This is an optimization exercise on Yosys and OpenROAD, whose aim is small area, a short achievable clock period and few clock cycles, not a production implementation. RTL that was checked went through simulation tests only; none was proved equivalent to the original. For run 7, only the layout was checked, not whether the RTL still works. Power is estimated from default activity; no workload was simulated.

`config.mk`:
```
export PLATFORM = sky130hd
export DESIGN_NAME = div
export DESIGN_NICKNAME = div
export VERILOG_FILES = /design/flow/design.v
export SDC_FILE = /design/flow/constraint.sdc
export NUM_CORES = 4
export LEC_CHECK = 0
export ABC_AREA = 1
export CAP_MARGIN = 20
export CORE_MARGIN = 2
export CORE_UTILIZATION = 40
export PLACE_DENSITY = 0.65
export SETUP_SLACK_MARGIN = 4.5
export SLEW_MARGIN = 20
```
`constraint.sdc`:
```
create_clock -name core_clock -period 8.0 [get_ports {clk}]
set_input_delay 1.6000 -clock core_clock [delete_from_list [all_inputs] [get_ports {clk}]]
set_output_delay 1.6000 -clock core_clock [all_outputs]
set_load 0.01 [all_outputs]
```
`design.v`:
```
module div (
    input wire clk,
    input wire rst_n,
    input wire [32-1:0] dividend_i,
    input wire [32-1:0] divisor_i,
    input wire                       start_i,
    input wire                       ctrl_ready_i,
    input wire [                3:0] op_i,
    output wire [32-1:0] result_o,
    output reg                        busy_o,
    output reg                        valid_o
);
    localparam [2:0] S_IDLE = 3'd0, S_PREP = 3'd1, S_ITER = 3'd2, S_FIN = 3'd3, S_FIX = 3'd4;
    reg  [2:0] state;
    reg [31:0] r;       
    reg [31:0] x;       
    reg [31:0] q;       
    reg  [4:0] cnt;
    reg  [4:0] pa, pb;  
    reg        sa, sb;  
    reg        is_rem, is_div;
    reg        eq_r, bz_r;
    function automatic [4:0] msb32(input [31:0] v);
        reg [7:0] nz;
        reg [1:0] p [0:7];
        reg [2:0] g;
        integer i;
        begin
            for (i = 0; i < 8; i = i + 1) begin
                nz[i]   = |v[4*i+:4];
                p[i][1] = v[4*i+3] | v[4*i+2];
                p[i][0] = v[4*i+3] | (~v[4*i+2] & v[4*i+1]);
            end
            g[2] = |nz[7:4];
            g[1] = g[2] ? (nz[7] | nz[6]) : (nz[3] | nz[2]);
            g[0] = g[2] ? (nz[7] | (~nz[6] & nz[5])) : (nz[3] | (~nz[2] & nz[1]));
            msb32 = {g, p[g]};
        end
    endfunction
    wire        sgn_i = op_i[0] | op_i[2];
    wire        sa_i  = sgn_i & dividend_i[31];
    wire        sb_i  = sgn_i & divisor_i[31];
    wire [31:0] a_m   = dividend_i ^ {32{sa_i}};    
    wire [31:0] b_m   = divisor_i ^ {32{sb_i}};     
    wire        cin = ~sb | (sa & (state == S_PREP));
    wire [32:0] sum = {1'b0, r} + {1'b0, x} + {32'd0, cin};
    wire        cout = sum[32];
    wire        prep = (state == S_PREP);
    wire [31:0] inc_in = prep ? r : (is_rem ? (r ^ {32{sa}}) : ~q);
    wire        inc_c  = (prep | is_rem) ? sa : 1'b1;
    wire [31:0] inc_out = inc_in + {31'd0, inc_c};
    wire [5:0] kk = {1'b0, pa} + {5'd0, sa} - {1'b0, pb};
    wire [4:0] k  = kk[4:0];
    reg  [31:0] x_init;
    always @(*) begin
        x_init = x;
        if (k[0]) x_init = {x_init[30:0], {1{~sb}}};
        if (k[1]) x_init = {x_init[29:0], {2{~sb}}};
        if (k[2]) x_init = {x_init[27:0], {4{~sb}}};
        if (k[3]) x_init = {x_init[23:0], {8{~sb}}};
        if (k[4]) x_init = {x_init[15:0], {16{~sb}}};
    end
    wire bz = ~sb & (&x);                           
    wire lt = ~cout;
    wire eq = ~sb & (&sum[31:0]);                   
    assign result_o = q;
    always @(posedge clk) begin
        if (!rst_n) begin
            state   <= S_IDLE;
            busy_o  <= 1'b0;
            valid_o <= 1'b0;
        end else begin
            case (state)
                S_IDLE: begin
                    r      <= a_m;
                    x      <= ~b_m;
                    pa     <= msb32(a_m);
                    pb     <= msb32(b_m | {31'd0, sb_i});
                    sa     <= sa_i;
                    sb     <= sb_i;
                    is_rem <= op_i[2] | op_i[3];
                    is_div <= op_i[0] | op_i[1];
                    if (ctrl_ready_i) begin
                        valid_o <= 1'b0;
                        if (start_i) begin
                            state  <= S_PREP;
                            busy_o <= 1'b1;
                        end
                    end
                end
                S_PREP: begin
                    r    <= inc_out;
                    x    <= x_init;
                    cnt  <= k;
                    q    <= is_rem ? inc_out : {32{bz}};
                    eq_r <= eq;
                    bz_r <= bz;
                    if (bz | lt) begin
                        if (sa & (is_rem | ~sb)) begin
                            state <= S_FIX;
                        end else begin
                            state   <= S_IDLE;
                            busy_o  <= 1'b0;
                            valid_o <= 1'b1;
                        end
                    end else begin
                        state <= S_ITER;
                    end
                end
                S_ITER: begin
                    if (cout) r <= sum[31:0];
                    q   <= {q[30:0], cout};
                    x   <= {1'b1, x[31:1]};
                    cnt <= cnt - 5'd1;
                    if (cnt == 5'd0) begin
                        if (is_rem | (is_div & (sa ^ sb))) begin
                            state <= S_FIN;
                        end else begin
                            state   <= S_IDLE;
                            busy_o  <= 1'b0;
                            valid_o <= 1'b1;
                        end
                    end
                end
                S_FIX: begin
                    if (eq_r) q <= {32{~is_rem}};
                    else      q <= is_rem ? inc_out : {32{bz_r}};
                    state   <= S_IDLE;
                    busy_o  <= 1'b0;
                    valid_o <= 1'b1;
                end
                default: begin   
                    q       <= inc_out;
                    state   <= S_IDLE;
                    busy_o  <= 1'b0;
                    valid_o <= 1'b1;
                end
            endcase
        end
    end
endmodule
```
`run.sh`:
```
#!/bin/bash
# synth_recipe.tcl (not shown) runs the flow's synth.tcl, then flattens the netlist and writes it again
# the make line also repeats each setting of config.mk as NAME=value (left out here)
make -C /OpenROAD-flow-scripts/flow DESIGN_CONFIG=/design/flow/config.mk WORK_HOME=/design/flow/orfs CLKGATE_MAP_FILE= SYNTH_SCRIPT=/design/flow/synth_recipe.tcl finish
```
==> flow_summary.yaml, run 1 <==
sta:
  fin_skew_ns: 0.0134
  finalSetupViolations: 0
  final_max_slew_viol_count: 0
  fin_tns_setup_ns: 0
  rsz0062_at_grt: "true"
  finalHoldViolations: 0
  worst_slack_ns: 4.52
  period_needed_ns: 3.48
  worstMarginPinSlew_ns: 0.792
  max_freq_mhz: 288
  relSlewSlack: 0.467
  finalCritPeriodShare: 0.435
cts:
  cts_made_buffers: 17
  tritoncts: "built"
  clock_sinks: 122
  path_clk_slew_ns: 0.06
  clockRootBuffer: "clkbuf_16"
  clockBufferDepth: 2
  clk_latency_ns: 0.44
  h-tree-depth: 4
routing:
  drtIter0Drc: 1521
  dr.pass1.iters: 9
  via_count: 15000
  drt_wl_total_um: 57900
  wl_per_cell_um: 21.9
  routed_via_density: 5.68
  ant_nets: 0
  drcViolationCount: 0
final_layout:
  area_growth_pct: 26.0
  drive_gt1_frac: 0.130
  multi_input_comb_area_um2: 9410
  regArea_um2: 3610
  antenna_cells: 0
  final_cell_area_um2: 17100
  n_fill_cell: 3386
  nets: 2303
synth:
  synth_fp_nets: 2175
  synthSimpleGateAreaFrac: 0.332
  yosys_warnings: 3
  synth_area_um2: 13600
  synth-xor-area-share: 0.0870
  avgSynthCellArea_um2: 6.61
  synth_compound_area_frac: 0.151
  synth_fa_ha_area_frac: 0.0440
  synthFlopType: "edfxtp_1"
  synth_edf_count: 117
  ys_types: 53
  synthMuxAreaShare: 0.0162
  yosysSeqAreaShare: 0.266
  synth_top_family_by_area: "simple AND/OR/NAND/NOR gates"
  synth_area_leaders: "edfxtp_1, nand2_1, inv_1, nand3_1, xor2_1"
  synth.ff_latch_count: 122
  ys_async_sr_fraction: 0
  netlist_instances: 2057
  yosysTopAreaCell: "edfxtp_1"
  synth_top_area_frac: 0.258
global_routing:
  grt_pass1_wl_um: 84700
  grt_usage: 0.319
  grt-ovfl-total: 0
  grt_pass1_vias: 14400
  grt_max_degree: 70
  antenna_found_initial: 0
worst_setup_path:
  worstPathMaxFanout: 24
  crit_family: "adder cells"
  critical_path_buf_inv_count: 6
  crit_top_cell: "mux2i_2"
  max_stage_delay_ns: 0.62
  crit_chain: "buf_12 > clkinvlp_4 > buf_4 > ha_1 > inv_1 > ha_2 > fa_2 > buf_12 > inv_12 > mux2i_2 > mux2i_2 > mux2i_2 > nand2_1 > nand3_1 > o211ai_1"
  cp_data_arrival_time_ns: 3.63
  startpoint_type: "flip-flop"
  worst-endpoint-required_ns: 8.15
  r2r_start: "sa"
  crit_slowest_cell: "fa_2"
  cp-startpoint: "sa"
  endpoint_kind: "flip-flop"
  reg2reg_setup_slack_ns: 4.52
  criticalPathCategory: "reg2reg"
floorplan:
  core_area_um2: 33500
  die-height_um: 188
  die_x_um: 188
  die_area_um2: 35500
  io_pins: 106
  fp-row-count: 67
  start_util: 0.406
outcome:
  outcome: "no timing/DRC/antenna violations"
power:
  clockPowerShare: 0.156
  power_switching_mw: 2.63
  p_sw_frac: 0.514
  p_comb_frac: 0.635
  seqPwrFrac: 0.209
  total_power_mw: 5.11
  internal-power_mw: 2.49
  p_leak_nw: 7.46
  power.density_nw_per_um2: 298
  ir_worst_vdd_uv: 175
place:
  dp_slack_ns: 2.92
  place.gp.congestion: 0.989
  dpl.hpwl_um: 42300
  port_buffers: 105
  placed_area_um2: 14900
flow_run:
  maxCapViolCount: 0
worst_hold_path:
  timing.hold.worst.class: "reg2reg"
  hold_path.startpoint: "busy_o"
-- final timing paths --
check / end / cells after the start
max: x[31] / 15
min reg2reg: busy_o / 2
min: busy_o / 2
max reg2reg: x[31] / 15
-- cells in the final DEF, fill, tap and decap left out, types with 14 or more instances in the layout --
master,count
ha_1,42
o21ai_1,50
xnor2_2,15
nand2_1,634
nand2_2,21
inv_1,226
clkbuf_16,23
nand3_1,149
buf_4,56
edfxtp_1,117
clkdlybuf4s50_1,101
nor2_2,15
xor2_1,65
o211ai_1,45
xnor2_1,20
a21oi_1,60
nand4_1,43
o221ai_1,24
o21ai_0,103
buf_12,14
xor2_4,15
nor2_1,136
-- per-layer routing --
| metal | track usage | routed length (um) | share of wire | vias up |
|---|---|---|---|---|
| met3 | 0.0341 | 3460 | 0.060 | 128 |
| met2 | 0.568 | 28900 | 0.50 | 671 |
| li1 | - | - | - | 7130 |
| met4 | 0.144 | 2560 | 0.044 | 0 |
| met1 | 0.387 | 23000 | 0.40 | 7089 |
| met5 | 0 | 0 | 0 | - |
-- state kept, by name, summed over array words and instances, names as in the netlist, 3 cells and up --
signal  flops
q          32
pb          5
cnt         5
pa          5
r          32
state       3
x          32
-- metrics by stage --
step / util / hold slack, ns / instances
final: 0.511 / 0.448 / 2646
after floorplan: - / 0.465 / 2057
after global routing: 0.511 / 0.463 / 2646
after global placement: 0.445 / 0.435 / 2544
after detailed placement: 0.445 / 0.438 / 2544
after CTS: 0.497 / 0.447 / 2620
-- synth_stat cells (7+ instances only) --
| cell type | n |
|---|---|
| nand2_1 | 650 |
| inv_1 | 236 |
| nand3_1 | 152 |
| nor2_1 | 144 |
| o21ai_0 | 121 |
| edfxtp_1 | 117 |
| xor2_1 | 82 |
| a21oi_1 | 62 |
| clkbuf_1 | 53 |
| o211ai_1 | 45 |
| ha_1 | 43 |
| nand4_1 | 43 |
| o21ai_1 | 39 |
| xnor2_1 | 37 |
| o221ai_1 | 24 |
| mux2i_1 | 22 |
| nor3_1 | 17 |
| buf_2 | 16 |
| a31oi_1 | 13 |
| a22oi_1 | 12 |
| nor2_2 | 11 |
| inv_2 | 8 |
| nand3b_1 | 8 |
| nor4_1 | 7 |
-- power groups by stage --
stage | logic (mW) | registers [mW] | clock network (mW)
2_1_floorplan | 1.99 | 1.00 | 0
3_3_place_gp | 2.79 | 1.07 | 0
3_5_place_dp | 2.78 | 1.07 | 0
4_1_cts | 2.97 | 1.06 | 0.801
5_1_grt | 3.54 | 1.08 | 0.833
6_report | 3.25 | 1.07 | 0.798
-- tightest hold or removal path: cells and delay by family, from the launching register on --
family / cells / cell delay [ns]
flops: 1 / 0.31
buf+inv: 1 / 0.05
compound gates: 1 / 0.05
-- logic make-up after synthesis --
group,Yosys count
adders and majority gates,46
xor gates and xnor gates,127
DFF,122
and+or+nand+nor,1060
AOI/OAI and AO/OA,345
buffers and inverters,335
muxes,22
-- final cells by class --
class	count	area share
Tap cell	448	0.0327
Sequential cell	122	0.211
Inverter	250	0.0569
Timing Repair inverter	2	0.000876
Multi-Input combinational cell	1606	0.549
Timing Repair Buffer	186	0.115
Clock inverter	11	0.00482
Clock buffer	21	0.0300
-- timing repair --
| action | in CTS | in global routing |
|---|---|---|
| gates resized for setup | 124 | 80 |
| buffers inserted | 34 | 23 |
| cloned | 10 | 3 |
| pin swaps | 22 | 30 |
| endpoints found under the setup margin | 147 | 98 |
| hold buffers | 0 | 0 |
Testbench counts, summed over its fixed seeds: cycles 63,313.
==> inputs of run 2 (changes only) <==
--- a/config.mk
+++ b/config.mk
@@ -8,7 +8,7 @@
 export ABC_AREA = 1
 export CAP_MARGIN = 20
 export CORE_MARGIN = 2
-export CORE_UTILIZATION = 40
-export PLACE_DENSITY = 0.65
-export SETUP_SLACK_MARGIN = 4.5
+export CORE_UTILIZATION = 55
+export PLACE_DENSITY = 0.7
+export SETUP_SLACK_MARGIN = 4
 export SLEW_MARGIN = 20
==> flow_summary.yaml, run 2 <==
floorplan:
  die_x_um: 161
  io_pins: 106
  core_area_um2: 24300
  die_area_um2: 26000
  start_util: 0.559
  fp-row-count: 57
  die-height_um: 161
cts:
  clk_latency_ns: 0.44
  hold_buffers: 0
  h-tree-depth: 4
  clockBufferDepth: 2
  cts_made_buffers: 17
  path_clk_slew_ns: 0.07
  tritoncts: "built"
  clockRootBuffer: "clkbuf_16"
  clock_sinks: 122
synth:
  netlist_instances: 2057
  synth_area_um2: 13600
  synth_top_area_frac: 0.258
  synth.ff_latch_count: 122
  avgSynthCellArea_um2: 6.61
  yosysTopAreaCell: "edfxtp_1"
  yosysSeqAreaShare: 0.266
  synth_edf_count: 117
  synth_commonest_cells: "nand2_1, inv_1, nand3_1, nor2_1, o21ai_0"
  yosysMostFrequentCell: "nand2_1"
  synth_fp_nets: 2175
  yosys_warnings: 3
  ys_types: 53
  synthFlopType: "edfxtp_1"
  synth_area_leaders: "edfxtp_1, nand2_1, inv_1, nand3_1, xor2_1"
  ys_async_sr_fraction: 0
global_routing:
  antenna_found_initial: 0
  grt_pass1_wl_um: 79200
  grt_max_degree: 91
  grt-ovfl-total: 0
  grt_pass1_vias: 14100
  grt_usage: 0.397
worst_setup_path:
  startpoint_type: "input pin"
  crit_chain: "clkdlybuf4s50_1 > inv_2 > nand2_4 > nand2_8 > xnor2_1 > nor3_2 > nand2_1 > inv_1 > nand3_1 > inv_1 > a21oi_1 > nand3_1 > nor2_1 > nand2_1"
  worstPathMaxFanout: 32
  crit_slowest_cell: "xnor2_1"
  worst-endpoint-required_ns: 8.19
  critical_path_buf_inv_count: 4
  criticalPathCategory: "in2reg"
  cp_data_arrival_time_ns: 4.08
  crit_family: "simple AND/OR/NAND/NOR gates"
  endpoint_kind: "flip-flop"
  max_stage_delay_ns: 0.60
final_layout:
  nets: 2236
  final_cell_mix: "nand2_1, inv_1, nand3_1"
  n_fill_cell: 2256
  area_growth_pct: 14.4
  layout_commonest_cell: "nand2_1"
  stdcell_count: 2456
  drive_gt1_frac: 0.0629
  top_regs: "q: 32 flops, r: 32 flops, x: 32 flops"
routing:
  drt_wl_total_um: 52500
  via_count: 15000
  drtIter0Drc: 2181
  wl_per_cell_um: 21.4
  ant_nets: 0
  dr.pass1.iters: 9
  routed_via_density: 6.12
  drcViolationCount: 0
sta:
  finalCritPeriodShare: 0.486
  finalSetupViolations: 0
  fin_skew_ns: 0.0232
  relSlewSlack: 0.362
  max_freq_mhz: 257
  finalHoldViolations: 0
  final_max_slew_viol_count: 0
  fin_hold_ws_ns: 0.450
  worst_slack_ns: 4.11
  period_needed_ns: 3.89
  fin_tns_setup_ns: 0
  worstMarginPinSlew_ns: 0.957
  rsz0062_at_grt: "true"
flow_run:
  maxCapViolCount: 0
power:
  ir_worst_vdd_uv: 152
  p_leak_nw: 6.92
  power.density_nw_per_um2: 307
place:
  port_buffers: 105
  dpl.hpwl_um: 39600
  post-place-cells: 2418
  place.gp.congestion: 0.999
  dp_slack_ns: 3.19
outcome:
  outcome: "no timing/DRC/antenna violations"
worst_hold_path:
  timing.hold.worst.class: "reg2reg"
==> run 2: worst paths after layout <==
path,depth (start not counted),startpoint,slack [ns],endpoint
hold reg to reg,2,busy_o,0.45,busy_o
hold / removal,2,busy_o,0.45,busy_o
setup / recovery,14,op_i[0],4.11,pb[0]
setup reg to reg,15,sa,4.14,x[20]
==> run 2: cell type report <==
| class | count | area [um^2] | area share |
|---|---|---|---|
| timing repair inverter | 1 | 5.00 | 0.000321 |
| clock inverter | 14 | 159 | 0.0102 |
| tap | 324 | 405 | 0.0260 |
| sequential | 122 | 3610 | 0.232 |
| timing repair buffer | 125 | 1270 | 0.0813 |
| multi-input combinational | 1601 | 8730 | 0.561 |
| antenna | 1 | 2.50 | 0.000161 |
| inverter | 250 | 950 | 0.0610 |
| clock buffer | 18 | 439 | 0.0282 |
==> run 2: per-stage QoR <==
step	power, mW	area [um^2]	util
after floorplan	2.99	13600	-
after global placement	3.79	14700	0.606
after detailed placement	3.82	14700	0.606
after CTS	4.66	15400	0.632
after global routing	5.09	15600	0.640
final	4.78	15600	0.640
==> run 2: power by group <==
group          internal, mW  switching (mW)
Clock                 0.475           0.348
Combinational         0.919            1.97
Sequential            0.898           0.175
==> run 2: per-layer routing <==
metal	vias up	track usage	part of all wire
met4	0	0.237	0.073
met2	938	0.671	0.47
met1	6874	0.480	0.37
met5	-	0	0
li1	6990	-	-
met3	217	0.0591	0.093
==> run 2: repair_timing <==
action                     4_1_cts  5_1_grt
cloned                           1        2
setup buffers                    1        1
pin swaps                        0        1
gates resized for setup         12       25
setup endpoints to repair       78       90
==> run 2: logic make-up (layout without fill, tap and decap cells) <==
kind of cell             Yosys count  count (layout)  share of synthesized area
flip-flops                       122             122                      0.266
buffers and inverters            335             408                      0.103
AND/OR/NAND/NOR                 1060            1061                      0.332
adder cells (fa/ha/maj)           46              46                     0.0440
AO/OA/AOI/OAI                    345             345                      0.151
multiplexers                      22              22                     0.0162
XOR/XNOR                         127             127                     0.0870
other                              0               1                          0
==> run 2: worst min-delay path: cells and delay by family (launching register included) <==
family / cells / cell delay, ns
AOI/OAI and AO/OA: 1 / 0.05
buffers and inverters: 1 / 0.05
DFF: 1 / 0.31
==> inputs of run 3 (changes only) <==
--- a/config.mk
+++ b/config.mk
@@ -10,5 +10,5 @@
 export CORE_MARGIN = 2
 export CORE_UTILIZATION = 55
 export PLACE_DENSITY = 0.7
-export SETUP_SLACK_MARGIN = 4
+export SETUP_SLACK_MARGIN = 4.5
 export SLEW_MARGIN = 20
==> flow_summary.yaml, run 3 <==
outcome:
  outcome: "no timing/DRC/antenna violations"
sta:
  finalSetupViolations: 0
  final_max_slew_viol_count: 0
  finalCritPeriodShare: 0.429
  relSlewSlack: 0.386
  period_needed_ns: 3.43
  fin_skew_ns: 0.0173
  finalHoldViolations: 0
  fin_tns_setup_ns: 0
  worstMarginPinSlew_ns: 0.921
  rsz0062_at_grt: "true"
  max_freq_mhz: 292
  worst_slack_ns: 4.57
global_routing:
  grt-ovfl-total: 0
  grt_pass1_wl_um: 83900
  antenna_found_initial: 0
  grt_max_degree: 92
  grt_usage: 0.422
  grt_pass1_vias: 14900
synth:
  synth.ff_latch_count: 122
  ys_async_sr_fraction: 0
  synth_area_um2: 13600
  synth_top_area_frac: 0.258
  synthFlopType: "edfxtp_1"
  yosys_warnings: 3
  netlist_instances: 2057
  synth_edf_count: 117
  yosysSeqAreaShare: 0.266
  avgSynthCellArea_um2: 6.61
  ys_types: 53
  yosysTopAreaCell: "edfxtp_1"
  synth_area_leaders: "edfxtp_1, nand2_1, inv_1, nand3_1, xor2_1"
  yosysMostFrequentCell: "nand2_1"
  synth_commonest_cells: "nand2_1, inv_1, nand3_1, nor2_1, o21ai_0"
  synth_fp_nets: 2175
final_layout:
  final_cell_mix: "nand2_1, inv_1, nand3_1"
  n_fill_cell: 2021
  layout_commonest_cell: "nand2_1"
  regArea_um2: 3620
  multi_input_comb_area_um2: 9350
  antenna_cells: 0
  area_growth_pct: 24.2
  nets: 2296
  top_regs: "q: 32 flops, r: 32 flops, x: 32 flops"
  drive_gt1_frac: 0.120
  stdcell_count: 2515
worst_setup_path:
  max_stage_delay_ns: 0.35
  startpoint_type: "input pin"
  reg2reg_setup_slack_ns: 4.63
  criticalPathCategory: "in2reg"
  crit_slowest_cell: "clkbuf_2"
  critical_path_buf_inv_count: 2
  cp_num_cells: 14
  crit_family: "simple AND/OR/NAND/NOR gates"
  endpoint_kind: "flip-flop"
  reg2reg_depth: 14
  endpoint: "pa[0]"
  r2r_start: "sa"
  cp_data_arrival_time_ns: 3.60
  crit_chain: "clkbuf_2 > nand2_8 > buf_12 > xnor2_2 > nor2_1 > nand3_1 > nand2_1 > nand2_1 > nand2_2 > nand2_2 > nand2_1 > nor2_1 > nor2_1 > nand4_1"
  worstPathMaxFanout: 7
  worst-endpoint-required_ns: 8.17
  cp-startpoint: "dividend_i[31]"
  timing.rr.end: "x[31]"
cts:
  cts_made_buffers: 17
  clock_sinks: 122
  h-tree-depth: 4
  tritoncts: "built"
  clockRootBuffer: "clkbuf_16"
  clockBufferDepth: 2
  path_clk_slew_ns: 0.07
  clk_latency_ns: 0.44
floorplan:
  start_util: 0.559
  die-height_um: 161
  core_area_um2: 24300
  io_pins: 106
  die_x_um: 161
  die_area_um2: 26000
  fp-row-count: 57
power:
  ir_worst_vdd_uv: 185
  power.density_nw_per_um2: 298
  p_leak_nw: 7.45
routing:
  ant_nets: 0
  drtIter0Drc: 2174
  via_count: 15600
  drcViolationCount: 0
  dr.pass1.iters: 8
  drt_wl_total_um: 56100
  wl_per_cell_um: 22.3
  routed_via_density: 6.22
place:
  port_buffers: 105
  dpl.hpwl_um: 38500
  place.gp.congestion: 1.00
  dp_slack_ns: 3.27
  post-place-cells: 2418
flow_run:
  maxCapViolCount: 0
worst_hold_path:
  timing.hold.worst.class: "reg2reg"
-- run 3: layout make-up --
cell class / instances / area share
clock buffers: 18 / 0.0254
well taps: 324 / 0.0240
inverters: 250 / 0.0577
flip-flops and latches: 122 / 0.214
clock inverters: 14 / 0.00970
repair inverters: 2 / 0.000889
repair buffers: 180 / 0.115
multi-input cells: 1605 / 0.553
-- run 3: logic make-up (layout without fill, tap and decap cells) --
logic type / Yosys count / count (layout) / share of synthesized area
adder cells (fa/ha/maj): 46 / 46 / 0.0440
flip-flops: 122 / 122 / 0.266
XOR/XNOR: 127 / 127 / 0.0870
multiplexers: 22 / 22 / 0.0162
buffers and inverters: 335 / 464 / 0.103
AO/OA/AOI/OAI: 345 / 345 / 0.151
AND/OR/NAND/NOR: 1060 / 1065 / 0.332
-- run 3: worst min-delay path by stage --
stage	startpoint	endpoint	cells past startpoint
CTS	busy_o	busy_o	2
global placement	busy_o	busy_o	2
finish	busy_o	busy_o	2
floorplan	busy_o	busy_o	2
global route	busy_o	busy_o	2
detailed placement	busy_o	busy_o	2
-- run 3: per-layer routing --
metal	share of wire	wire length, um	track usage
met4	0.081	4540	0.294
met3	0.11	6110	0.0755
met1	0.35	19900	0.509
met2	0.46	25600	0.688
met5	0	0	0
-- run 3: where the power goes --
part | internal, mW | switching (mW) | leakage, nW | total (mW)
Sequential | 0.898 | 0.173 | 1.14 | 1.07
Combinational | 1.08 | 2.07 | 6.03 | 3.15
Clock | 0.467 | 0.356 | 0.280 | 0.823
-- run 3: metrics by stage --
| stage | util | cell area (um^2) | hold slack [ns] | power (mW) |
|---|---|---|---|---|
| after floorplan | - | 13600 | 0.465 | 2.99 |
| after global placement | 0.606 | 14700 | 0.435 | 3.78 |
| after detailed placement | 0.606 | 14700 | 0.438 | 3.81 |
| after CTS | 0.679 | 16500 | 0.448 | 4.83 |
| after global routing | 0.695 | 16900 | 0.487 | 5.35 |
| final | 0.695 | 16900 | 0.445 | 5.04 |
-- run 3: worst reg2reg max path, stage by stage (launching register included) --
cell      delay, ns
edfxtp_1       0.44
buf_12         0.15
inv_1          0.15
ha_1           0.26
inv_1          0.06
ha_1           0.18
fa_1           0.46
buf_12         0.20
clkinv_8       0.15
mux2i_1        0.28
mux2i_1        0.19
mux2i_2        0.31
nand2_1        0.09
nand3_1        0.09
o211ai_1       0.09
-- run 3: timing repair --
action / 4_1_cts / 5_1_grt
gates cloned: 10 / 2
gates resized for setup: 120 / 55
endpoints found under the hold margin: 0 / 0
setup buffers: 40 / 13
endpoints found under the setup margin: 128 / 98
pin swaps: 30 / 23
hold buffers: 0 / 0
==> inputs of run 4 (changes only) <==
--- a/config.mk
+++ b/config.mk
@@ -8,7 +8,8 @@
 export ABC_AREA = 1
 export CAP_MARGIN = 20
 export CORE_MARGIN = 2
-export CORE_UTILIZATION = 55
-export PLACE_DENSITY = 0.7
+export CORE_UTILIZATION = 50
+export PLACE_DENSITY = 0.65
 export SETUP_SLACK_MARGIN = 4.5
 export SLEW_MARGIN = 20
+export TNS_END_PERCENT = 100
==> flow_summary.yaml, run 4 <==
final_layout:
  final_cell_mix: "nand2_1, inv_1, nand3_1"
  drive_gt1_frac: 0.120
  top_regs: "q: 32 flops, r: 32 flops, x: 32 flops"
  nets: 2302
  utilization: 0.628
  antenna_cells: 0
  layout_commonest_cell: "nand2_1"
  area_growth_pct: 23.7
floorplan:
  die_area_um2: 28500
  die_x_um: 169
  io_pins: 106
  fp-row-count: 60
  die-height_um: 169
  start_util: 0.508
  core_area_um2: 26800
synth:
  synth_area_um2: 13600
  yosys_warnings: 3
  synth.ff_latch_count: 122
  synth_commonest_cells: "nand2_1, inv_1, nand3_1, nor2_1, o21ai_0"
  synth_top_area_frac: 0.258
  synth_fp_nets: 2175
  synth_area_leaders: "edfxtp_1, nand2_1, inv_1, nand3_1, xor2_1"
  netlist_instances: 2057
  avgSynthCellArea_um2: 6.61
  synthFlopType: "edfxtp_1"
  yosysSeqAreaShare: 0.266
  yosysTopAreaCell: "edfxtp_1"
  ys_types: 53
  ys_async_sr_fraction: 0
  yosysMostFrequentCell: "nand2_1"
  synth_edf_count: 117
cts:
  h-tree-depth: 4
  clk_latency_ns: 0.45
  clock_sinks: 122
  hold_buffers: 0
  cts_made_buffers: 17
  clockRootBuffer: "clkbuf_16"
  tritoncts: "built"
  path_clk_slew_ns: 0.07
  clockBufferDepth: 2
sta:
  worstMarginPinSlew_ns: 0.915
  finalHoldViolations: 0
  rsz0062_at_grt: "true"
  final_max_slew_viol_count: 0
  fin_skew_ns: 0.0155
  finalSetupViolations: 0
  period_needed_ns: 3.46
  relSlewSlack: 0.384
  max_freq_mhz: 289
  fin_tns_setup_ns: 0
  finalCritPeriodShare: 0.432
worst_setup_path:
  worst-endpoint-required_ns: 8.20
  criticalPathCategory: "in2reg"
  crit_top_cell: "nand2_1"
  worstPathMaxFanout: 8
  cp_data_arrival_time_ns: 3.66
  startpoint_type: "input pin"
  max_stage_delay_ns: 0.23
  crit_chain: "dlygate4sd2_1 > inv_2 > nand2_8 > buf_12 > nand2_8 > buf_4 > xnor2_2 > nor2_4 > nand2_1 > nand2_1 > nand2_2 > nand3_2 > inv_1 > a21oi_1 > nand3_1 > nor2_1 > nand2_1"
  endpoint_kind: "flip-flop"
  crit_slowest_cell: "dlygate4sd2_1"
  critical_path_buf_inv_count: 5
  crit_family: "simple AND/OR/NAND/NOR gates"
power:
  total_power_mw: 5.09
  p_leak_nw: 7.44
  ir_worst_vdd_uv: 132
  power.density_nw_per_um2: 302
place:
  dpl.hpwl_um: 40900
  place.gp.congestion: 1.01
  port_buffers: 105
routing:
  dr.pass1.iters: 6
  routed_via_density: 6.03
  via_count: 15300
  drtIter0Drc: 1827
  ant_nets: 0
  wl_per_cell_um: 22.3
  drcViolationCount: 0
  drt_wl_total_um: 56700
global_routing:
  grt_pass1_vias: 14500
  grt-ovfl-total: 0
  grt_usage: 0.388
  grt_pass1_wl_um: 83100
  antenna_found_initial: 1
  grt_max_degree: 88
flow_run:
  maxCapViolCount: 0
outcome:
  outcome: "no timing/DRC/antenna violations"
worst_hold_path:
  timing.hold.worst.class: "reg2reg"
-- run 4: cell counts after synthesis --
Identical to the previous run, type by type.
-- run 4: cell families after synthesis --
| family | after synthesis | share of synthesized area |
|---|---|---|
| compound gates | 345 | 0.151 |
| xor+xnor | 127 | 0.0870 |
| flops | 122 | 0.266 |
| buf+inv | 335 | 0.103 |
| simple gates | 1060 | 0.332 |
| mux | 22 | 0.0162 |
| fa+ha+maj | 46 | 0.0440 |
-- run 4: path summary, 6_finish.rpt --
kind | cells past startpoint | end | start | slack (ns)
hold reg to reg | 2 | busy_o | busy_o | 0.48
setup reg to reg | 16 | eq_r | state[2] | 4.55
hold / removal | 2 | busy_o | busy_o | 0.48
setup / recovery | 17 | pb[0] | op_i[2] | 4.54
-- run 4: power breakdown --
group | internal [mW] | switching (mW)
sequential | 0.898 | 0.168
combinational | 1.05 | 2.09
clock | 0.526 | 0.352
-- run 4: through the flow --
step	hold WS [ns]	worst slack (ns)	area, um^2	cells
floorplan	0.465	4.50	13600	2057
global placement	0.432	3.66	14800	2436
detailed placement	0.460	3.54	14800	2436
CTS	0.470	4.45	16200	2508
global route	0.506	4.42	16800	2538
finish	0.475	4.54	16800	2538
-- run 4: tightest hold or removal path, cell delays in order (launching register included) --
cell	delay [ns]
dfxtp_1	0.33
inv_1	0.05
a21oi_1	0.06
-- run 4: routing by layer --
metal	up-vias	wire, um	track usage
met5	-	13	0
met4	2	4190	0.250
met3	229	5030	0.0594
met2	921	26200	0.647
met1	7009	21200	0.468
li1	7139	-	-
-- run 4: timing repair --
item                                    4_1_cts  5_1_grt
endpoints found under the setup margin      131       89
pin swaps                                    23       32
resized for setup                            89       82
setup buffers                                32       27
gates cloned                                  8        3
-- run 4: layout make-up --
cell class                 count  area, um^2
clock buffer                  19         433
clock inverter                13         193
fill                        2504        9970
inverter                     250         972
multi-input combinational   1606        9300
sequential                   122        3620
tap                          341         427
timing repair buffer         185        1870
timing repair inverter         2        15.0
==> inputs of run 5 (changes only) <==
--- a/config.mk
+++ b/config.mk
@@ -12,4 +12,3 @@
 export PLACE_DENSITY = 0.65
 export SETUP_SLACK_MARGIN = 4.5
 export SLEW_MARGIN = 20
-export TNS_END_PERCENT = 100
==> flow_summary.yaml, run 5 <==
outcome:
  outcome: "no timing/DRC/antenna violations"
final_layout:
  nets: 2302
  final_cell_mix: "nand2_1, inv_1, nand3_1"
  antenna_cells: 0
  layout_commonest_cell: "nand2_1"
  area_growth_pct: 23.7
  top_regs: "q: 32 flops, r: 32 flops, x: 32 flops"
  drive_gt1_frac: 0.120
floorplan:
  die_x_um: 169
  die_area_um2: 28500
  core_area_um2: 26800
  start_util: 0.508
  io_pins: 106
  die-height_um: 169
  fp-row-count: 60
synth:
  yosysSeqAreaShare: 0.266
  avgSynthCellArea_um2: 6.61
  synth_fp_nets: 2175
  netlist_instances: 2057
  synth_edf_count: 117
  yosysTopAreaCell: "edfxtp_1"
  synth_top_area_frac: 0.258
  ys_types: 53
  yosysMostFrequentCell: "nand2_1"
  synthFlopType: "edfxtp_1"
  synth.ff_latch_count: 122
  synth_area_um2: 13600
  synth_commonest_cells: "nand2_1, inv_1, nand3_1, nor2_1, o21ai_0"
  ys_async_sr_fraction: 0
  yosys_warnings: 3
  synth_area_leaders: "edfxtp_1, nand2_1, inv_1, nand3_1, xor2_1"
power:
  total_power_mw: 5.09
  internal-power_mw: 2.48
  p_comb_frac: 0.618
  seqPwrFrac: 0.210
  ir_worst_vdd_uv: 132
  power.density_nw_per_um2: 302
  clockPowerShare: 0.173
  power_switching_mw: 2.61
  p_sw_frac: 0.513
  p_leak_nw: 7.44
cts:
  path_clk_slew_ns: 0.07
  clockBufferDepth: 2
  clock_sinks: 122
  clk_latency_ns: 0.45
  clockRootBuffer: "clkbuf_16"
  tritoncts: "built"
  cts_made_buffers: 17
  h-tree-depth: 4
routing:
  dr.pass1.iters: 6
  drt_wl_total_um: 56700
  routed_via_density: 6.03
  via_count: 15300
  wl_per_cell_um: 22.3
  drtIter0Drc: 1827
  ant_nets: 0
  drcViolationCount: 0
worst_setup_path:
  startpoint_type: "input pin"
  worstPathMaxFanout: 8
  endpoint_kind: "flip-flop"
  worst-endpoint-required_ns: 8.20
  criticalPathCategory: "in2reg"
  cp_data_arrival_time_ns: 3.66
flow_run:
  maxCapViolCount: 0
global_routing:
  grt_pass1_vias: 14500
  grt_usage: 0.388
  grt-ovfl-total: 0
  grt_pass1_wl_um: 83100
  grt_max_degree: 88
  antenna_found_initial: 1
sta:
  finalHoldViolations: 0
  final_max_slew_viol_count: 0
  fin_tns_setup_ns: 0
  finalSetupViolations: 0
  relSlewSlack: 0.384
  worst_slack_ns: 4.54
  worstMarginPinSlew_ns: 0.915
  fin_skew_ns: 0.0155
  finalCritPeriodShare: 0.432
  max_freq_mhz: 289
  rsz0062_at_grt: "true"
  period_needed_ns: 3.46
place:
  port_buffers: 105
  place.gp.congestion: 1.01
  dpl.hpwl_um: 40900
  dp_slack_ns: 3.54
worst_hold_path:
  timing.hold.worst.class: "reg2reg"
run 5: cell counts in the layout (fill, tap and decap cells not counted):
Identical to the previous run, type by type.
run 5: kinds of logic after synthesis:
family / after synthesis / share of synthesized area
buffers and inverters: 335 / 0.103
AND/OR/NAND/NOR: 1060 / 0.332
multiplexers: 22 / 0.0162
adder cells (fa/ha/maj): 46 / 0.0440
flip-flops: 122 / 0.266
AO/OA/AOI/OAI: 345 / 0.151
XOR/XNOR: 127 / 0.0870
run 5: final cells by class:
type                            instances  area (um^2)
Fill cell                            2504         9970
Multi-Input combinational cell       1606         9300
Sequential cell                       122         3620
Timing Repair Buffer                  185         1870
Inverter                              250          972
Clock buffer                           19          433
Tap cell                              341          427
Clock inverter                         13          193
Timing Repair inverter                  2         15.0
run 5: worst max-delay path: stages:
cell and delay, ns:
dlygate4sd2_1 0.23, inv_2 0.07, nand2_8 0.14, buf_12 0.15, nand2_8 0.12, buf_4 0.20, xnor2_2 0.15, nor2_4 0.14
nand2_1 0.10, nand2_1 0.10, nand2_2 0.10, nand3_2 0.10, inv_1 0.05, a21oi_1 0.13, nand3_1 0.08, nor2_1 0.12
nand2_1 0.06
run 5: path summary, 6_finish.rpt:
check,depth (start not counted),startpoint,endpoint,slack [ns]
worst max register to register,16,state[2],eq_r,4.55
worst min-delay path,2,busy_o,busy_o,0.48
worst max-delay path,17,op_i[2],pb[0],4.54
worst min register to register,2,busy_o,busy_o,0.48
run 5: per-stage QoR:
stage,instances,hold slack [ns],area [um^2],util
2_1_floorplan,2057,0.465,13600,-
3_3_place_gp,2436,0.432,14800,0.551
3_5_place_dp,2436,0.460,14800,0.551
4_1_cts,2508,0.470,16200,0.606
5_1_grt,2538,0.506,16800,0.628
6_report,2538,0.475,16800,0.628
run 5: routing by layer:
| metal | share of wire | track usage | vias up |
|---|---|---|---|
| li1 | - | - | 7139 |
| met1 | 0.37 | 0.468 | 7009 |
| met2 | 0.46 | 0.647 | 921 |
| met3 | 0.089 | 0.0594 | 229 |
| met4 | 0.074 | 0.250 | 2 |
| met5 | 0.00023 | 0 | - |
run 5: repair_timing:
item / in CTS / in global routing
pin swaps: 23 / 32
setup endpoints to repair: 131 / 89
setup buffers: 32 / 27
hold buffers: 0 / 0
gates resized for setup: 89 / 82
cloned: 8 / 3
run 5: power groups by stage:
stage | clock (mW) | sequential (mW) | combinational (mW)
6_report | 0.879 | 1.07 | 3.14
5_1_grt | 0.892 | 1.07 | 3.42
4_1_cts | 0.874 | 1.05 | 2.92
3_5_place_dp | 0 | 1.07 | 2.77
3_3_place_gp | 0 | 1.07 | 2.76
2_1_floorplan | 0 | 1.00 | 1.99
==> inputs of run 6 (changes only) <==
--- a/config.mk
+++ b/config.mk
@@ -8,7 +8,7 @@
 export ABC_AREA = 1
 export CAP_MARGIN = 20
 export CORE_MARGIN = 2
-export CORE_UTILIZATION = 50
+export CORE_UTILIZATION = 40
 export PLACE_DENSITY = 0.65
-export SETUP_SLACK_MARGIN = 4.5
+export SETUP_SLACK_MARGIN = 4
 export SLEW_MARGIN = 20
==> flow_summary.yaml, run 6 <==
synth:
  synth_top_area_frac: 0.258
  synth_fp_nets: 2175
  synth_area_um2: 13600
  yosysSeqAreaShare: 0.266
  synth_edf_count: 117
  synth_area_leaders: "edfxtp_1, nand2_1, inv_1, nand3_1, xor2_1"
  yosysTopAreaCell: "edfxtp_1"
  netlist_instances: 2057
  yosys_warnings: 3
  yosysMostFrequentCell: "nand2_1"
  avgSynthCellArea_um2: 6.61
  ys_types: 53
  synth.ff_latch_count: 122
  ys_async_sr_fraction: 0
  synth_commonest_cells: "nand2_1, inv_1, nand3_1, nor2_1, o21ai_0"
  synthFlopType: "edfxtp_1"
place:
  dp_slack_ns: 2.90
  place.gp.congestion: 1.00
  port_buffers: 105
  dpl.hpwl_um: 42900
floorplan:
  start_util: 0.406
  die_x_um: 188
  die-height_um: 188
  fp-row-count: 67
  die_area_um2: 35500
  core_area_um2: 33500
  io_pins: 106
worst_hold_path:
  timing.hold.worst.class: "reg2reg"
power:
  power.density_nw_per_um2: 305
  ir_worst_vdd_uv: 207
  p_leak_nw: 6.97
global_routing:
  grt_max_degree: 62
  antenna_found_initial: 0
  grt_pass1_vias: 14100
  grt-ovfl-total: 0
  grt_pass1_wl_um: 82200
  grt_usage: 0.309
routing:
  drt_wl_total_um: 55300
  wl_per_cell_um: 21.3
  routed_via_density: 5.65
  drtIter0Drc: 1504
  drcViolationCount: 0
  ant_nets: 0
  dr.pass1.iters: 6
  via_count: 14700
cts:
  clockBufferDepth: 2
  clockRootBuffer: "clkbuf_16"
  cts_made_buffers: 17
  clock_sinks: 122
  tritoncts: "built"
  path_clk_slew_ns: 0.06
  h-tree-depth: 4
  clk_latency_ns: 0.46
sta:
  worstMarginPinSlew_ns: 0.929
  fin_tns_setup_ns: 0
  finalHoldViolations: 0
  rsz0062_at_grt: "true"
  final_max_slew_viol_count: 0
  worst_slack_ns: 4.04
  finalCritPeriodShare: 0.495
  relSlewSlack: 0.375
  fin_skew_ns: 0.0114
  finalSetupViolations: 0
  period_needed_ns: 3.96
  max_freq_mhz: 252
final_layout:
  utilization: 0.473
  nets: 2250
  layout_commonest_cell: "nand2_1"
  final_cell_mix: "nand2_1, inv_1, nand3_1"
  n_fill_cell: 3489
  drive_gt1_frac: 0.0699
  antenna_cells: 0
  area_growth_pct: 16.5
  top_regs: "q: 32 flops, r: 32 flops, x: 32 flops"
outcome:
  outcome: "no timing/DRC/antenna violations"
worst_setup_path:
  criticalPathCategory: "reg2reg"
  worstPathMaxFanout: 32
  worst-endpoint-required_ns: 8.19
  endpoint_kind: "flip-flop"
  startpoint_type: "flip-flop"
  reg2reg_setup_slack_ns: 4.04
  cp_data_arrival_time_ns: 4.15
flow_run:
  maxCapViolCount: 0
## run 6: cell counts after synthesis
No cell type changed its count.
## run 6: critical path, cell delays in order, from the launching register on
cell	delay, ns
edfxtp_1	0.39
buf_12	0.20
clkinvlp_4	0.21
ha_1	0.33
inv_1	0.04
ha_2	0.18
fa_1	0.44
xor2_2	0.20
buf_6	0.28
inv_1	0.07
buf_4	0.24
nor2_1	0.23
a21oi_1	0.11
mux2i_1	0.40
nand2_1	0.09
nand3_1	0.13
o221ai_1	0.12
## run 6: power breakdown
group | internal [mW] | switching [mW]
Sequential | 0.898 | 0.182
Clock | 0.439 | 0.356
Combinational | 0.950 | 2.00
Total | 2.29 | 2.54
## run 6: final timing paths
path	start	endpoint	cells after the start
min	busy_o	busy_o	2
min reg2reg	busy_o	busy_o	2
max	sa	x[24]	16
max reg2reg	sa	x[24]	16
## run 6: routing by layer
metal / share of wire / track usage
met1: 0.40 / 0.376
met2: 0.48 / 0.536
met3: 0.070 / 0.0382
met4: 0.052 / 0.157
met5: 0 / 0
## run 6: metrics by stage
| stage | hold slack [ns] | total power, mW | area (um^2) | cells |
|---|---|---|---|---|
| finish | 0.449 | 4.83 | 15800 | 2593 |
| detailed placement | 0.441 | 3.87 | 14900 | 2548 |
| CTS | 0.451 | 4.68 | 15600 | 2582 |
| global placement | 0.433 | 3.87 | 14900 | 2548 |
| global route | 0.485 | 5.16 | 15800 | 2593 |
| floorplan | 0.465 | 2.99 | 13600 | 2057 |
## run 6: repair_timing
action                                  CTS  global route
gates cloned                              2             1
gates resized for setup                  12            33
endpoints found under the setup margin   72            72
buffers inserted                          0            10
hold buffers                              0             0
pin swaps                                 2             3
## run 6: kinds of logic (layout without fill, tap and decap cells)
group | count (synthesis) | after routing | share of synthesized area
muxes | 22 | 22 | 0.0162
and+or+nand+nor | 1060 | 1061 | 0.332
AOI/OAI and AO/OA | 345 | 345 | 0.151
xor gates and xnor gates | 127 | 128 | 0.0870
adders and majority gates | 46 | 46 | 0.0440
DFF | 122 | 122 | 0.266
buffers and inverters | 335 | 421 | 0.103
## run 6: cell type report
cell class,instances,area [um^2],area share
Clock inverter,13,108,0.00679
Clock buffer,19,475,0.0300
Timing Repair Buffer,139,1380,0.0871
Sequential cell,122,3610,0.228
Tap cell,448,561,0.0354
Inverter,250,952,0.0601
Multi-Input combinational cell,1602,8760,0.553
==> inputs of run 7 (changes only) <==
--- a/design.v
+++ b/design.v
@@ -43,12 +43,14 @@
     wire [31:0] a_m   = dividend_i ^ {32{sa_i}};    
     wire [31:0] b_m   = divisor_i ^ {32{sb_i}};     
     wire        cin = ~sb | (sa & (state == S_PREP));
-    wire [32:0] sum = {1'b0, r} + {1'b0, x} + {32'd0, cin};
+    wire [32:0] sum;
     wire        cout = sum[32];
+    add32 u_add (.a(r), .b(x), .ci(cin), .s(sum));
     wire        prep = (state == S_PREP);
     wire [31:0] inc_in = prep ? r : (is_rem ? (r ^ {32{sa}}) : ~q);
     wire        inc_c  = (prep | is_rem) ? sa : 1'b1;
-    wire [31:0] inc_out = inc_in + {31'd0, inc_c};
+    wire [31:0] inc_out;
+    inc32 u_inc (.a(inc_in), .ci(inc_c), .s(inc_out));
     wire [5:0] kk = {1'b0, pa} + {5'd0, sa} - {1'b0, pb};
     wire [4:0] k  = kk[4:0];
     reg  [31:0] x_init;
@@ -139,3 +141,46 @@
         end
     end
 endmodule
+module add32 (
+    input  wire [31:0] a,
+    input  wire [31:0] b,
+    input  wire        ci,
+    output wire [32:0] s
+);
+    reg [31:0] g [0:5];
+    reg [31:0] p [0:5];
+    integer l, i;
+    always @(*) begin
+        g[0] = a & b;
+        p[0] = a ^ b;
+        g[0][0] = g[0][0] | (p[0][0] & ci);
+        for (l = 0; l < 5; l = l + 1) begin
+            g[l+1] = g[l];
+            p[l+1] = p[l];
+            for (i = 0; i < 32; i = i + 1)
+                if ((i >> l) & 1) begin
+                    g[l+1][i] = g[l][i] | (p[l][i] & g[l][((i >> l) << l) - 1]);
+                    p[l+1][i] = p[l][i] & p[l][((i >> l) << l) - 1];
+                end
+        end
+    end
+    assign s = {g[5][31], (a ^ b) ^ {g[5][30:0], ci}};
+endmodule
+module inc32 (
+    input  wire [31:0] a,
+    input  wire        ci,
+    output wire [31:0] s
+);
+    reg [31:0] t [0:5];
+    integer l, i;
+    always @(*) begin
+        t[0] = a;
+        t[0][0] = a[0] & ci;
+        for (l = 0; l < 5; l = l + 1) begin
+            t[l+1] = t[l];
+            for (i = 0; i < 32; i = i + 1)
+                if ((i >> l) & 1) t[l+1][i] = t[l][i] & t[l][((i >> l) << l) - 1];
+        end
+    end
+    assign s = a ^ {t[5][30:0], ci};
+endmodule
--- a/config.mk
+++ b/config.mk
@@ -10,5 +10,5 @@
 export CORE_MARGIN = 2
 export CORE_UTILIZATION = 40
 export PLACE_DENSITY = 0.65
-export SETUP_SLACK_MARGIN = 4
+export SETUP_SLACK_MARGIN = 4.5
 export SLEW_MARGIN = 20
==> flow_summary.yaml, run 7 <==
global_routing:
  grt-ovfl-total: 0
  grt_pass1_wl_um: 70900
  grt_pass1_vias: 12400
  grt_usage: 0.296
  antenna_found_initial: 0
  grt_max_degree: 60
cts:
  clock_sinks: 122
  tritoncts: "built"
  clockRootBuffer: "clkbuf_16"
  cts_made_buffers: 17
  path_clk_slew_ns: 0.06
  h-tree-depth: 4
  clk_latency_ns: 0.43
  clockBufferDepth: 2
worst_setup_path:
  crit_slowest_cell: "fa_2"
  worst-endpoint-required_ns: 8.27
  reg2reg_setup_slack_ns: 4.18
  startpoint_type: "flip-flop"
  criticalPathCategory: "reg2reg"
  cp_data_arrival_time_ns: 4.10
  crit_top_cell: "nor2_1"
  max_stage_delay_ns: 0.48
  endpoint_kind: "flip-flop"
  worstPathMaxFanout: 3
synth:
  synth_edf_count: 117
  yosys_warnings: 8
  yosysMostFrequentCell: "nand2_1"
  avgSynthCellArea_um2: 6.93
  synth_commonest_cells: "nand2_1, inv_1, nor2_1, o21ai_0, edfxtp_1"
  synth_area_leaders: "edfxtp_1, nand2_1, inv_1, o21ai_0, ha_1"
  yosysSeqAreaShare: 0.295
  synthFlopType: "edfxtp_1"
  synth_fp_nets: 1895
  synth_top_area_frac: 0.286
  synth.ff_latch_count: 122
  ys_types: 53
  yosysTopAreaCell: "edfxtp_1"
  netlist_instances: 1770
  synth_area_um2: 12300
  ys_async_sr_fraction: 0
sta:
  worst_slack_ns: 4.18
  fin_skew_ns: 0.0148
  fin_tns_setup_ns: 0
  rsz0062_at_grt: "true"
  fin_hold_ws_ns: 0.460
  finalHoldViolations: 0
  finalCritPeriodShare: 0.478
  finalSetupViolations: 0
  period_needed_ns: 3.82
  max_freq_mhz: 262
  worstMarginPinSlew_ns: 1.11
  relSlewSlack: 0.258
  final_max_slew_viol_count: 0
power:
  ir_worst_vdd_uv: 185
  seqPwrFrac: 0.212
  p_sw_frac: 0.480
  internal-power_mw: 2.57
  total_power_mw: 4.94
  p_leak_nw: 6.96
  p_comb_frac: 0.622
  power.density_nw_per_um2: 302
  clockPowerShare: 0.166
  power_switching_mw: 2.37
routing:
  drcViolationCount: 0
  drt_wl_total_um: 49100
  via_count: 13700
  ant_nets: 0
  dr.pass1.iters: 5
  drtIter0Drc: 1611
  routed_via_density: 5.84
  wl_per_cell_um: 20.9
final_layout:
  final_cell_area_um2: 16400
  multi_input_comb_area_um2: 8610
  final_cell_mix: "nand2_1, inv_1, nor2_1"
  drive_gt1_frac: 0.184
  utilization: 0.538
  layout_commonest_cell: "nand2_1"
  regArea_um2: 3620
  top_regs: "q: 32 flops, r: 32 flops, x: 32 flops"
  area_growth_pct: 33.4
  stdcell_count: 2351
  antenna_cells: 0
  n_fill_cell: 2835
  nets: 2067
floorplan:
  die-height_um: 179
  io_pins: 106
  die_area_um2: 32100
  fp-row-count: 64
  start_util: 0.403
  core_area_um2: 30400
  die_x_um: 179
place:
  dpl.hpwl_um: 32800
  post-place-cells: 2205
  placed_area_um2: 13600
  place.gp.congestion: 0.999
  port_buffers: 105
  dp_slack_ns: 3.28
flow_run:
  maxCapViolCount: 0
outcome:
  outcome: "no timing/DRC/antenna violations"
worst_hold_path:
  timing.hold.worst.class: "reg2reg"
==> run 7: critical path: cells and delay by family (launching register included) <==
kind / cells / cell delay [ns]
buffers and inverters: 5 / 0.36
AND/OR/NAND/NOR: 19 / 1.76
adder cells (fa/ha/maj): 3 / 1.16
AO/OA/AOI/OAI: 1 / 0.05
flip-flops: 1 / 0.32
==> run 7: power groups by stage <==
stage | logic (mW) | registers, mW | clock network, mW
floorplan | 1.75 | 0.988 | 0
global placement | 2.35 | 1.05 | 0
detailed placement | 2.38 | 1.05 | 0
CTS | 2.68 | 1.04 | 0.814
global route | 3.33 | 1.05 | 0.840
finish | 3.07 | 1.05 | 0.822
==> run 7: final timing paths <==
kind                            startpoint  endpoint  cells past startpoint
worst min register to register      busy_o    busy_o                      2
worst max-delay path              state[1]      eq_r                     28
worst max register to register    state[1]      eq_r                     28
worst min-delay path                busy_o    busy_o                      2
==> run 7: layer usage <==
layer	up-vias	part of all wire	global-route usage
met1	6428	0.39	0.382
met4	0	0.054	0.133
met3	165	0.091	0.0441
met5	-	0	0
met2	817	0.46	0.488
li1	6314	-	-
==> run 7: repair_timing <==
item,in CTS,in global routing
setup buffers,41,56
pin swaps,30,49
cloned,10,7
resized for setup,116,160
hold buffers,0,0
setup endpoints to repair,128,124
==> run 7: cell families after synthesis <==
kind of cell | Yosys count | share of synthesized area
compound gates | 328 | 0.165
xor+xnor | 99 | 0.0713
fa+ha+maj | 53 | 0.0583
buf+inv | 281 | 0.0936
flops | 122 | 0.295
mux | 21 | 0.0171
simple gates | 866 | 0.300
==> run 7: final cells by class <==
class / count / area share
multi-input combinational: 1373 / 0.526
sequential: 122 / 0.221
timing repair buffer: 221 / 0.133
inverter: 200 / 0.0498
tap: 396 / 0.0303
clock buffer: 18 / 0.0262
clock inverter: 14 / 0.0105
timing repair inverter: 7 / 0.00344
==> inputs of run 8 (changes only) <==
--- a/design.v
+++ b/design.v
@@ -19,7 +19,6 @@
     reg  [4:0] pa, pb;  
     reg        sa, sb;  
     reg        is_rem, is_div;
-    reg        eq_r, bz_r;
     function automatic [4:0] msb32(input [31:0] v);
         reg [7:0] nz;
         reg [1:0] p [0:7];
@@ -64,7 +63,7 @@
     end
     wire bz = ~sb & (&x);                           
     wire lt = ~cout;
-    wire eq = ~sb & (&sum[31:0]);                   
+    wire early = bz | ((sa & ~sb) ? kk[5] : lt);
     assign result_o = q;
     always @(posedge clk) begin
         if (!rst_n) begin
@@ -95,10 +94,8 @@
                     x    <= x_init;
                     cnt  <= k;
                     q    <= is_rem ? inc_out : {32{bz}};
-                    eq_r <= eq;
-                    bz_r <= bz;
-                    if (bz | lt) begin
-                        if (sa & (is_rem | ~sb)) begin
+                    if (early) begin
+                        if (sa & is_rem) begin
                             state <= S_FIX;
                         end else begin
                             state   <= S_IDLE;
@@ -125,8 +122,7 @@
                     end
                 end
                 S_FIX: begin
-                    if (eq_r) q <= {32{~is_rem}};
-                    else      q <= is_rem ? inc_out : {32{bz_r}};
+                    q       <= inc_out;
                     state   <= S_IDLE;
                     busy_o  <= 1'b0;
                     valid_o <= 1'b1;
--- a/config.mk
+++ b/config.mk
@@ -8,7 +8,7 @@
 export ABC_AREA = 1
 export CAP_MARGIN = 20
 export CORE_MARGIN = 2
-export CORE_UTILIZATION = 40
+export CORE_UTILIZATION = 50
 export PLACE_DENSITY = 0.65
-export SETUP_SLACK_MARGIN = 4.5
+export SETUP_SLACK_MARGIN = 5
 export SLEW_MARGIN = 20
==> flow_summary.yaml, run 8 <==
outcome:
  outcome: "no timing/DRC/antenna violations"
cts:
  path_clk_slew_ns: 0.06
  clockBufferDepth: 2
  hold_buffers: 0
  clk_latency_ns: 0.43
  clockRootBuffer: "clkbuf_16"
  clock_sinks: 120
  h-tree-depth: 4
  cts_made_buffers: 17
  tritoncts: "built"
final_layout:
  antenna_cells: 0
  n_fill_cell: 2044
  layout_commonest_cell: "nand2_1"
  nets: 2390
  final_cell_mix: "nand2_1, inv_1, nand3_1"
  area_growth_pct: 39.5
  utilization: 0.713
  top_regs: "q: 32 flops, r: 32 flops, x: 32 flops"
  drive_gt1_frac: 0.255
  stdcell_count: 2605
global_routing:
  grt_max_degree: 71
  grt_usage: 0.382
  grt-ovfl-total: 0
  grt_pass1_wl_um: 78500
  antenna_found_initial: 2
  grt_pass1_vias: 13900
worst_setup_path:
  criticalPathCategory: "reg2reg"
  worstPathMaxFanout: 9
  startpoint_type: "flip-flop"
  r2r_start: "sa"
  endpoint_kind: "flip-flop"
  cp_data_arrival_time_ns: 3.36
  worst-endpoint-required_ns: 8.10
  reg2reg_setup_slack_ns: 4.74
  reg2reg_depth: 15
  timing.rr.end: "x[30]"
sta:
  finalHoldViolations: 0
  max_freq_mhz: 307
  fin_tns_setup_ns: 0
  finalCritPeriodShare: 0.407
  fin_skew_ns: 0.0123
  rsz0062_at_grt: "true"
  worstMarginPinSlew_ns: 0.892
  final_max_slew_viol_count: 0
  worst_slack_ns: 4.74
  period_needed_ns: 3.26
  relSlewSlack: 0.406
  finalSetupViolations: 0
place:
  dp_slack_ns: 3.28
  place.gp.congestion: 0.969
  port_buffers: 105
  post-place-cells: 2374
  dpl.hpwl_um: 33100
routing:
  drt_wl_total_um: 53300
  drtIter0Drc: 1585
  wl_per_cell_um: 20.5
  dr.pass1.iters: 6
  routed_via_density: 5.98
  drcViolationCount: 0
  via_count: 15600
  ant_nets: 0
synth:
  synth_edf_count: 115
  yosysSeqAreaShare: 0.275
  synth.ff_latch_count: 120
  yosysTopAreaCell: "edfxtp_1"
  synth_area_um2: 12900
  synth_fp_nets: 2144
  ys_types: 54
  avgSynthCellArea_um2: 6.42
  yosys_warnings: 8
  synthFlopType: "edfxtp_1"
  synth_area_leaders: "edfxtp_1, nand2_1, nand3_1, inv_1, o21ai_0"
  yosysMostFrequentCell: "nand2_1"
  ys_async_sr_fraction: 0
  synth_commonest_cells: "nand2_1, inv_1, nand3_1, o21ai_0, edfxtp_1"
  netlist_instances: 2016
  synth_top_area_frac: 0.267
power:
  power.density_nw_per_um2: 300
  p_leak_nw: 8.32
  total_power_mw: 5.42
  ir_worst_vdd_uv: 184
floorplan:
  die-height_um: 165
  die_x_um: 165
  io_pins: 106
  start_util: 0.511
  die_area_um2: 27200
  fp-row-count: 58
  core_area_um2: 25300
worst_hold_path:
  hold_end: "busy_o"
  holdPathStages: 2
  hold_path.startpoint: "busy_o"
  timing.hold.worst.class: "reg2reg"
flow_run:
  maxCapViolCount: 0
==> run 8: cell types whose count changed after synthesis, moves of 12 or more <==
| cell | change |
|---|---|
| nand3_1 | +79 |
| xor2_1 | -33 |
| inv_1 | +34 |
| a21oi_1 | -22 |
| nor2_1 | -53 |
| xnor2_1 | -43 |
| nand2_1 | +271 |
| o211ai_1 | +12 |
==> run 8: critical path, stage by stage (launching register included) <==
cell and delay [ns]:
edfxtp_1 0.46, inv_4 0.07, ha_4 0.26, inv_2 0.04, ha_4 0.15, fa_2 0.61
buf_12 0.21, clkinv_8 0.10, nand2_1 0.07, nand2_1 0.10, nand2_1 0.09, o21ai_2 0.07
mux2i_1 0.17, a21oi_1 0.13, o21ai_1 0.16, o211ai_1 0.24
==> run 8: area by class of cell <==
| cell class | instances | area [um^2] | area share |
|---|---|---|---|
| timing repair inverter | 5 | 63.8 | 0.00354 |
| multi-input combinational | 1584 | 9370 | 0.519 |
| timing repair buffer | 301 | 3120 | 0.173 |
| tap | 330 | 413 | 0.0229 |
| clock inverter | 9 | 126 | 0.00700 |
| clock buffer | 23 | 458 | 0.0254 |
| inverter | 233 | 945 | 0.0523 |
| sequential | 120 | 3560 | 0.197 |
==> run 8: how the worst max path moves through the flow <==
stage | cells past startpoint | slack (ns) | startpoint | end
finish | 15 | 4.74 | sa | x[30]
global route | 15 | 4.71 | sa | x[30]
CTS | 13 | 4.89 | sa | x[30]
detailed placement | 14 | 3.28 | sa | x[30]
global placement | 14 | 3.25 | sa | x[30]
floorplan | 21 | 4.52 | state[2] | r[16]
==> run 8: kinds of logic (layout without fill, tap and decap cells) <==
logic type	count (synthesis)	after routing	synth area share
buffers and inverters	327	571	0.107
AND/OR/NAND/NOR	1173	1180	0.388
AO/OA/AOI/OAI	303	311	0.146
flip-flops	120	120	0.275
adder cells (fa/ha/maj)	56	56	0.0582
multiplexers	15	15	0.0116
XOR/XNOR	22	22	0.0149
==> run 8: through the flow <==
step	hold WS [ns]	area, um^2
after floorplan	0.465	13200
after global placement	0.436	14200
after detailed placement	0.433	14200
after CTS	0.442	17100
after global routing	0.463	18100
final	0.439	18100
==> run 8: layer usage <==
layer  wire length, um  track usage
met3              6210       0.0987
met1             20800        0.495
met5                23            0
met4              2760        0.164
met2             23600        0.604
==> run 8: repair_timing <==
| action | 4_1_cts | 5_1_grt |
|---|---|---|
| endpoints found under the setup margin | 161 | 130 |
| cloned | 27 | 1 |
| resized for setup | 311 | 169 |
| pin swaps | 141 | 82 |
| buffers inserted | 131 | 40 |
| hold endpoints to repair | 0 | 0 |
==> run 8: power by group <==
group          leakage (nW)  switching [mW]  total (mW)  internal [mW]
Clock                 0.275           0.309       0.805          0.496
Sequential             1.12           0.166        1.07          0.900
Combinational          6.93            2.14        3.55           1.40
Total                  8.32            2.62        5.42           2.80
Testbench counts of run 8, summed over its fixed seeds: cycles 63,187.
==> inputs of run 9 (changes only) <==
--- a/config.mk
+++ b/config.mk
@@ -10,5 +10,5 @@
 export CORE_MARGIN = 2
 export CORE_UTILIZATION = 50
 export PLACE_DENSITY = 0.65
-export SETUP_SLACK_MARGIN = 5
+export SETUP_SLACK_MARGIN = 4.5
 export SLEW_MARGIN = 20
==> flow_summary.yaml, run 9 <==
outcome:
  outcome: "no timing/DRC/antenna violations"
final_layout:
  regArea_um2: 3550
  n_fill_cell: 2458
  area_growth_pct: 17.5
  top_regs: "q: 32 flops, r: 32 flops, x: 32 flops"
  layout_commonest_cell: "nand2_1"
  final_cell_area_um2: 15200
  drive_gt1_frac: 0.0955
  nets: 2231
  antenna_cells: 0
  final_cell_mix: "nand2_1, inv_1, nand3_1"
  multi_input_comb_area_um2: 8190
power:
  total_power_mw: 4.49
  p_comb_frac: 0.579
  power.density_nw_per_um2: 295
  ir_worst_vdd_uv: 189
  clockPowerShare: 0.183
  internal-power_mw: 2.28
  p_sw_frac: 0.491
  power_switching_mw: 2.20
  p_leak_nw: 7.07
  seqPwrFrac: 0.238
synth:
  synth_top_area_frac: 0.267
  avgSynthCellArea_um2: 6.42
  synthFlopType: "edfxtp_1"
  synth_commonest_cells: "nand2_1, inv_1, nand3_1, o21ai_0, edfxtp_1"
  synth.ff_latch_count: 120
  ys_types: 54
  netlist_instances: 2016
  synth_area_leaders: "edfxtp_1, nand2_1, nand3_1, inv_1, o21ai_0"
  yosysSeqAreaShare: 0.275
  yosysMostFrequentCell: "nand2_1"
  ys_async_sr_fraction: 0
  synth_area_um2: 12900
  synth_fp_nets: 2144
  yosysTopAreaCell: "edfxtp_1"
  synth_edf_count: 115
  yosys_warnings: 8
routing:
  wl_per_cell_um: 18.8
  drt_wl_total_um: 46000
  dr.pass1.iters: 6
  routed_via_density: 5.74
  drtIter0Drc: 1547
  ant_nets: 0
  via_count: 14000
  drcViolationCount: 0
sta:
  period_needed_ns: 3.39
  finalCritPeriodShare: 0.424
  fin_tns_setup_ns: 0
  relSlewSlack: 0.533
  finalSetupViolations: 0
  fin_skew_ns: 0.0127
  worstMarginPinSlew_ns: 0.701
  max_freq_mhz: 295
  rsz0062_at_grt: "false"
  finalHoldViolations: 0
  final_max_slew_viol_count: 0
cts:
  cts_made_buffers: 17
  path_clk_slew_ns: 0.06
  clock_sinks: 120
  tritoncts: "built"
  clockRootBuffer: "clkbuf_16"
  clockBufferDepth: 2
  hold_buffers: 0
  clk_latency_ns: 0.44
  h-tree-depth: 4
floorplan:
  fp-row-count: 58
  die_x_um: 165
  die_area_um2: 27200
  io_pins: 106
  die-height_um: 165
  start_util: 0.511
  core_area_um2: 25300
global_routing:
  grt_max_degree: 72
  grt_usage: 0.342
  grt_pass1_vias: 12800
  grt_pass1_wl_um: 70700
  antenna_found_initial: 3
  grt-ovfl-total: 0
flow_run:
  maxCapViolCount: 0
worst_setup_path:
  criticalPathCategory: "in2reg"
  worst-endpoint-required_ns: 8.18
  worstPathMaxFanout: 6
  endpoint_kind: "flip-flop"
  crit_top_cell: "nor2_1"
  crit_chain: "clkdlybuf4s50_1 > nand3b_1 > nand2_1 > nor2_1 > nand2_1 > nor2_2 > nand2_2 > nor2_4 > nor2_4 > nand3_1 > nor2_1 > nor2_1 > nand3_1"
  cp_data_arrival_time_ns: 3.57
  critical_path_buf_inv_count: 1
  max_stage_delay_ns: 0.48
  startpoint_type: "input pin"
  crit_family: "simple AND/OR/NAND/NOR gates"
  crit_slowest_cell: "clkdlybuf4s50_1"
worst_hold_path:
  timing.hold.worst.class: "reg2reg"
place:
  placed_area_um2: 14100
  port_buffers: 105
  place.gp.congestion: 0.975
  dpl.hpwl_um: 33900
run 9: layout make-up:
| type | instances | area share |
|---|---|---|
| flip-flops and latches | 120 | 0.234 |
| clock buffers | 17 | 0.0280 |
| well taps | 330 | 0.0272 |
| multi-input cells | 1572 | 0.539 |
| repair inverters | 2 | 0.000823 |
| inverters | 233 | 0.0594 |
| repair buffers | 157 | 0.0999 |
| clock inverters | 15 | 0.0117 |
run 9: cells by family (layout without fill, tap and decap cells):
group,count (synthesis),count (layout),synth area share
buffers and inverters,327,424,0.107
AO/OA/AOI/OAI,303,303,0.146
AND/OR/NAND/NOR,1173,1176,0.388
flip-flops,120,120,0.275
XOR/XNOR,22,22,0.0149
adder cells (fa/ha/maj),56,56,0.0582
multiplexers,15,15,0.0116
run 9: repair_timing:
action / in CTS / in global routing
pin swaps: 9 / 8
buffers inserted: 20 / 13
endpoints found under the setup margin: 136 / 108
gates cloned: 3 / 3
resized for setup: 43 / 34
run 9: power by group through the flow:
stage	combinational (mW)	sequential [mW]	clock, mW
2_1_floorplan	1.78	1.00	0
3_3_place_gp	2.37	1.07	0
3_5_place_dp	2.40	1.07	0
4_1_cts	2.45	1.06	0.818
5_1_grt	2.90	1.07	0.849
6_report	2.60	1.07	0.821
run 9: stage by stage:
stage	cells	setup WS [ns]	hold WS, ns	utilization
finish	2446	4.61	0.465	0.600
global route	2446	4.48	0.496	0.600
CTS	2430	4.50	0.464	0.592
detailed placement	2375	2.71	0.452	0.557
global placement	2375	2.83	0.435	0.557
floorplan	2016	4.50	0.465	-
run 9: layer usage:
layer	GRT usage	part of all wire	up-vias	wire length [um]
met5	0	0.00094	-	43
met4	0.125	0.035	6	1610
met3	0.0663	0.090	106	4150
met2	0.553	0.45	634	20700
met1	0.455	0.42	6444	19400
li1	-	-	6855	-
run 9: tightest hold or removal path, delay by kind of cell (launching register included):
kind,cells,cell delay [ns]
and+or+nand+nor,1,0.06
AOI/OAI and AO/OA,1,0.05
DFF,1,0.31
run 9: final timing paths:
check	from	endpoint	slack, ns	cells after the start
setup / recovery	divisor_i[30]	pb[0]	4.61	13
hold reg to reg	valid_o	valid_o	0.47	2
hold / removal	valid_o	valid_o	0.47	2
setup reg to reg	sa	x[6]	4.69	13

-- what the ideal ports hide --
How much do the figures lean on ideal ports? The routed layouts below were timed once more, with nothing changed but the port constraints.
Step 1: set_driving_cell puts a clkbuf_16 on clk and a buf_2 on each other input, an assumption about the parent block.
Step 2 times the ports against the registers' clock, not the clock port: input delays grow and output delays shrink by t, the midpoint of the rising clock arrivals with the driver on.
Slacks: ideal / step 1 / step 2; pairs: ideal / step 1.
run | shift t [ns] | setup WS [ns] | worst setup path after step 2
run 1 | 0.484 | 4.522 / 4.522 / 4.190 | input to register
run 2 | 0.481 | 4.109 / 4.131 / 3.649 | input to register
run 3 | 0.480 | 4.570 / 4.596 / 4.116 | input to register
run 4 | 0.493 | 4.543 / 4.548 / 4.080 | input to register
run 5 | 0.493 | 4.543 / 4.548 / 4.080 | input to register
run 6 | 0.506 | 4.037 / 4.037 / 3.642 | input to register
run 7 | 0.475 | 4.178 / 4.178 / 4.111 | input to register
run 8 | 0.471 | 4.743 / 4.743 / 4.311 | input to register
run 9 | 0.482 | 4.608 / 4.632 / 4.150 | input to register
After both steps setup and hold are still met in every run listed.
